Background: an optimization exercise with open tools, aiming at small area, a short achievable clock period and few clock cycles per item. Do not read the settings as production practice.
At most, simulation tests tie the RTL to the original design; equivalence was not proved.

## lane 1
// simon128_256
module simon128_256 (
  input  wire          clk       ,
  input  wire          rst       ,
  input  wire          key_valid ,
  output logic         key_ready ,
  input  wire  [255:0] key       ,
  input  wire          in_valid  ,
  output logic         in_ready  ,
  input  wire  [127:0] in_data   ,
  output logic         out_valid ,
  input  wire          out_ready ,
  output logic [127:0] out_data
);
For scale: ~2600 cells after synthesis, roughly 650 flip-flops, about 520 I/O pins, about 34000 sq um of cells after synthesis.
==> flow/config.mk <==
export PLATFORM = sky130hd
export DESIGN_NAME = simon128_256
export DESIGN_NICKNAME = simon128_256
export VERILOG_FILES = /design/flow/design.v
export SDC_FILE = /design/flow/constraint.sdc
export NUM_CORES = 4
export LEC_CHECK = 0
export ABC_CLOCK_PERIOD_IN_PS = 2000
export CAP_MARGIN = 20
export CORE_MARGIN = 2
export CORE_UTILIZATION = 50
export SETUP_SLACK_MARGIN = 2.8
export SLEW_MARGIN = 20
==> flow/constraint.sdc <==
create_clock -name core_clock -period 5.0 [get_ports {clk}]
set_input_delay 1.0000 -clock core_clock [delete_from_list [all_inputs] [get_ports {clk}]]
set_output_delay 1.0000 -clock core_clock [all_outputs]
set_load 0.01 [all_outputs]
run.sh (not shown) runs the stock make flow with config.mk's settings and CLKGATE_MAP_FILE= SYNTH_SCRIPT=/design/flow/synth_recipe.tcl, a recipe that flattens the netlist after the stock synthesis.
In summary, lane 1 completed successfully, with a layout that passed the timing, DRC and antenna checks.
#### Input delta (lane 2 over lane 1)
==> flow/flow/run.sh (new file) <==
#!/bin/bash
set -euo pipefail
export BUFFER_PORTS_ARGS="-buffer_cell sky130_fd_sc_hd__buf_1"
bash standard.sh finish > standard_flow.log 2>&1
==> flow/standard.sh (new file) <==
#!/bin/bash
# synth_recipe.tcl (not shown) runs the flow's synth.tcl, then flattens the netlist and writes it again
# the make line also repeats each setting of config.mk as NAME=value (left out here)
make -C /OpenROAD-flow-scripts/flow DESIGN_CONFIG=/design/flow/config.mk WORK_HOME=/design/flow/orfs CLKGATE_MAP_FILE= SYNTH_SCRIPT=/design/flow/synth_recipe.tcl "${@:-finish}"
==> flow/config.mk <==
export PLATFORM = sky130hd
export DESIGN_NAME = simon128_256
export DESIGN_NICKNAME = simon128_256
export VERILOG_FILES = /design/flow/design.v
export SDC_FILE = /design/flow/constraint.sdc
export NUM_CORES = 4
export LEC_CHECK = 0
export CAP_MARGIN = 20
export CORE_MARGIN = 2
export CORE_UTILIZATION = 40
export SLEW_MARGIN = 20
export SYNTH_MEMORY_MAX_BITS = 8192
removed: flow/run.sh
Notes after the runs:
Compared with lane 1, lane 2 shows a global-route usage that is 9.1 points lower. The final reports for lane 2 and lane 1 show maximum frequency lower in the former. For the register-to-register slack, lane 2 came in 0.65 ns lower than lane 1 did. Filler-free cell count of the finished design shrinks by a little under 10% when moving from lane 1 to lane 2. Compared to lane 1, lane 2 has placer congestion estimate about 2.8% lower. Cell area | lane 2 vs lane 1 | lane 2 smaller.
Function was not checked in any run of this note: the RTL went through the layout flow alone.


The RTL this note starts from:
==> flow/design.v <==
`timescale 1ns / 1ps
module simon128_256 (
  input  wire          clk       ,
  input  wire          rst       ,
  input  wire          key_valid ,
  output logic         key_ready ,
  input  wire  [255:0] key       ,
  input  wire          in_valid  ,
  output logic         in_ready  ,
  input  wire  [127:0] in_data   ,
  output logic         out_valid ,
  input  wire          out_ready ,
  output logic [127:0] out_data
);
  localparam integer R = 3;            
  localparam integer N = 72 / R;       
  localparam integer P = 4;            
  localparam logic [61:0] Z4 = 62'b11010001111001101011011000100000010111000011001010010011101111;
  function automatic logic zbit(input integer i);
    zbit = Z4[61 - (i % 62)];
  endfunction
  function automatic logic [63:0] rol(input logic [63:0] v, input integer n);
    rol = (v << n) | (v >> (64 - n));
  endfunction
  function automatic logic [63:0] ror(input logic [63:0] v, input integer n);
    ror = (v >> n) | (v << (64 - n));
  endfunction
  function automatic logic [6:0] zinit();
    for (int j = 0; j < 7; j++) zinit[j] = zbit(j);
  endfunction
  function automatic logic [6:0] zadv(input logic [6:0] zs);
    logic [R+6:0] e;
    e[6:0] = zs;
    for (int j = 7; j < R + 7; j++) e[j] = e[j-2] ^ e[j-3] ^ e[j-7];
    zadv = e[R +: 7];
  endfunction
  function automatic logic [127:0] rounds(input logic [127:0] s, input logic [64*R-1:0] rk);
    logic [63:0] x, y, t;
    x = s[127:64];
    y = s[63:0];
    for (int j = 0; j < R; j++) begin
      t = x;
      x = y ^ (rol(x, 1) & rol(x, 8)) ^ rol(x, 2) ^ rk[64*j +: 64];
      y = t;
    end
    rounds = {x, y};
  endfunction
  logic [255:0] kreg;        
  logic [255:0] ks;          
  logic [  6:0] zs;          
  logic         busy;        
  logic [  5:0] cnt;         
  logic         last;        
  logic [127:0] s  [0:P-1];  
  logic [P-1:0] tp;          
  logic [P-1:0] tc;          
  logic [63:0]      w [0:R+3];
  logic [63:0]      t [0:R-1];
  logic [64*R-1:0]  rk;
  always_comb begin
    for (int j = 0; j < 4; j++) w[j] = ks[64*j +: 64];
    for (int j = 0; j < R; j++) begin
      t[j]   = ror(w[j+3], 3) ^ w[j+1];
      w[j+4] = ~w[j] ^ t[j] ^ ror(t[j], 1) ^ {63'd0, zs[j]} ^ 64'd3;
      rk[64*j +: 64] = w[j];
    end
  end
  logic any_c, any_p, shift, start;
  assign any_c     = |tc;
  assign any_p     = |tp;
  assign key_ready = ~busy & ~any_p;
  assign out_valid = ~busy & tc[0];
  assign out_data  = s[0];
  assign in_ready  = ~busy & ~tp[0] & (~tc[0] | out_ready);
  assign shift     = in_ready & (in_valid | any_c);
  assign start     = (shift & tp[1]) | (~busy & ~any_c & any_p & (tp[0] | ~in_valid));
  for (genvar p = 0; p < P; p++) begin : g_lane
    logic [127:0] nxt;
    logic         nxt_p;
    if (p == P - 1) begin : g_top
      assign nxt   = in_data;
      assign nxt_p = in_valid;
    end else begin : g_mid
      assign nxt   = s[p+1];
      assign nxt_p = tp[p+1];
    end
    always_ff @(posedge clk) begin
      if (shift)     s[p] <= nxt;
      else if (busy) s[p] <= rounds(s[p], rk);
    end
    always_ff @(posedge clk) begin
      if (rst) begin
        tp[p] <= 1'b0;
        tc[p] <= 1'b0;
      end else if (shift) begin
        tp[p] <= nxt_p;
        tc[p] <= (p == P - 1) ? 1'b0 : tc[p+1];
      end else if (busy && last) begin
        tp[p] <= 1'b0;
        tc[p] <= tp[p];
      end
    end
  end
  always_ff @(posedge clk) begin
    if (rst)               busy <= 1'b0;
    else if (start)        busy <= 1'b1;
    else if (busy && last) busy <= 1'b0;
  end
  always_ff @(posedge clk) begin
    if (key_valid && key_ready) kreg <= key;
  end
  always_ff @(posedge clk) begin
    if (busy) ks <= {w[R+3], w[R+2], w[R+1], w[R]};
    else      ks <= kreg;
  end
  always_ff @(posedge clk) begin
    if (!busy) cnt <= '0;
    else       cnt <= cnt + 1'b1;
  end
  always_ff @(posedge clk) begin
    if (rst)                zs <= zinit();
    else if (busy && !last) zs <= zadv(zs);
    else                    zs <= zinit();
  end
  always_ff @(posedge clk) begin
    if (rst) last <= 1'b0;
    else     last <= busy & (cnt == N - 2);
  end
endmodule
==> flow/config.mk <==
export PLATFORM = sky130hd
export DESIGN_NAME = simon128_256
export DESIGN_NICKNAME = simon128_256
export VERILOG_FILES = /design/flow/design.v
export SDC_FILE = /design/flow/constraint.sdc
export NUM_CORES = 4
export LEC_CHECK = 0
export CAP_MARGIN = 20
export CORE_MARGIN = 2
export CORE_UTILIZATION = 60
export CTS_CLUSTER_DIAMETER = 100
export CTS_CLUSTER_SIZE = 20
export GPL_TIMING_DRIVEN = 1
export SETUP_SLACK_MARGIN = 2.3
export SLEW_MARGIN = 20
==> flow/constraint.sdc <==
create_clock -name core_clock -period 5.0 [get_ports {clk}]
set_input_delay 1.0000 -clock core_clock [delete_from_list [all_inputs] [get_ports {clk}]]
set_output_delay 1.0000 -clock core_clock [all_outputs]
set_load 0.01 [all_outputs]
standard.sh (not shown) runs the stock make flow with config.mk's settings and CLKGATE_MAP_FILE= SYNTH_SCRIPT=/design/flow/synth_recipe.tcl, a recipe that flattens the netlist after the stock synthesis.
==> flow/flow/run.sh <==
#!/bin/bash
set -euo pipefail
export BUFFER_PORTS_ARGS="-buffer_cell sky130_fd_sc_hd__buf_1"
bash standard.sh finish > standard_flow.log 2>&1
Testbench counts at the start, summed over its fixed seeds: cycles 1,072, items 144.
Next try:
--- a/flow/config.mk
+++ b/flow/config.mk
@@ -6,4 +6,5 @@
 export NUM_CORES = 4
 export LEC_CHECK = 0
+export ABC_AREA = 1
 export CAP_MARGIN = 20
 export CORE_MARGIN = 2
@@ -11,5 +12,4 @@
 export CTS_CLUSTER_DIAMETER = 100
 export CTS_CLUSTER_SIZE = 20
-export GPL_TIMING_DRIVEN = 1
 export SETUP_SLACK_MARGIN = 2.3
 export SLEW_MARGIN = 20
Result: The changed run ran to the end with no violations; global-route usage rises by 8.3 points; register-to-register slack got worse by 0.30 ns; wire length rises by 33%; first-iteration DRC count rises by 78%; synthesized cell count rises by 73%.
Next try:
--- a/flow/config.mk
+++ b/flow/config.mk
@@ -6,5 +6,4 @@
 export NUM_CORES = 4
 export LEC_CHECK = 0
-export ABC_AREA = 1
 export CAP_MARGIN = 20
 export CORE_MARGIN = 2
@@ -12,4 +11,4 @@
 export CTS_CLUSTER_DIAMETER = 100
 export CTS_CLUSTER_SIZE = 20
-export SETUP_SLACK_MARGIN = 2.3
+export SETUP_SLACK_MARGIN = 2.5
 export SLEW_MARGIN = 20
Result: The changed run produced a clean layout. Sequential share of layout area went up by 2.1 points. First-iteration DRC count went down by 41%. Via count went down by 35%. Core utilization went up by 1.6 points. Worst setup slack is better by 0.42 ns. Non-clock buffer count went down by 12. Clock skew went down by 0.010 ns. Die area went down by 8.4%. Clock-buffer cell count went down by 1.
Next try:
--- a/flow/config.mk
+++ b/flow/config.mk
@@ -8,7 +8,7 @@
 export CAP_MARGIN = 20
 export CORE_MARGIN = 2
-export CORE_UTILIZATION = 60
+export CORE_UTILIZATION = 70
 export CTS_CLUSTER_DIAMETER = 100
 export CTS_CLUSTER_SIZE = 20
-export SETUP_SLACK_MARGIN = 2.5
+export SETUP_SLACK_MARGIN = 2.3
 export SLEW_MARGIN = 20
Die area fell by 14%.
Worst setup slack is worse by 0.47 ns.
Via count rose by 1.8%.
Clock-buffer cell count fell by 4.
Synthesized cell count does not change.
Register-to-register slack is worse by 0.50 ns.
Routed wire length rose by 2.2%.
Next try:
--- a/flow/config.mk
+++ b/flow/config.mk
@@ -8,5 +8,5 @@
 export CAP_MARGIN = 20
 export CORE_MARGIN = 2
-export CORE_UTILIZATION = 70
+export CORE_UTILIZATION = 60
 export CTS_CLUSTER_DIAMETER = 100
 export CTS_CLUSTER_SIZE = 20
Sequential cell count is unchanged. Count of clock-buffer cells in the layout rises by 4. Utilization falls by 11 points. Routed wire length falls by 7.2%. Cell count rises by 3.3%. Area after synthesis stays the same. Global-route usage falls by 10 points.

[re-timing with driven ports]
How much do the figures lean on ideal ports? The routed layouts below were timed once more, with nothing changed but the port constraints.
Step 1: set_driving_cell puts a clkbuf_16 on clk and a buf_2 on each other input, an assumption about the parent block.
Step 2 adds t to the input delays and takes it off the output delays; t is the mean of the earliest and latest rising clock arrival at the registers after step 1. Input paths then give back, and output paths get back, about the clock's delay inside the block.
Three values: no drivers, after step 1, after step 2; two values: the first two.
| run | t (ns) | setup WS [ns] | hold WS [ns] | latest minus earliest clock arrival (ns) | pins driven straight from the clock port |
|---|---|---|---|---|---|
| lane 1 | 0.697 | 2.433 / 2.433 / 2.433 | 0.439 / 0.439 / 0.439 | 0.031 / 0.032 | 1 |
| lane 2 | 0.691 | 1.783 / 1.783 / 1.783 | 0.446 / 0.446 / 0.446 | 0.027 / 0.027 | 1 |
| the first run of note 2 | 0.824 | 2.154 / 2.154 / 1.649 | 0.409 / 0.347 / 0.423 | 0.055 / 0.055 | 1 |
| the second run of note 2 | 0.814 | 1.858 / 1.858 / 1.705 | 0.415 / 0.354 / 0.431 | 0.055 / 0.055 | 1 |
| the third run of note 2 | 0.828 | 2.281 / 2.194 / 1.683 | 0.405 / 0.341 / 0.418 | 0.059 / 0.059 | 1 |
| the fourth run of note 2 | 0.865 | 1.812 / 1.812 / 1.530 | 0.362 / 0.303 / 0.419 | 0.062 / 0.063 | 1 |
| the fifth run of note 2 | 0.824 | 2.154 / 2.154 / 1.649 | 0.409 / 0.347 / 0.423 | 0.055 / 0.055 | 1 |
After both steps every run listed still meets setup and hold. The setup slack of the third run of note 2, which loses most, moves by -0.087 ns with the drivers and by -0.598 ns with both steps.
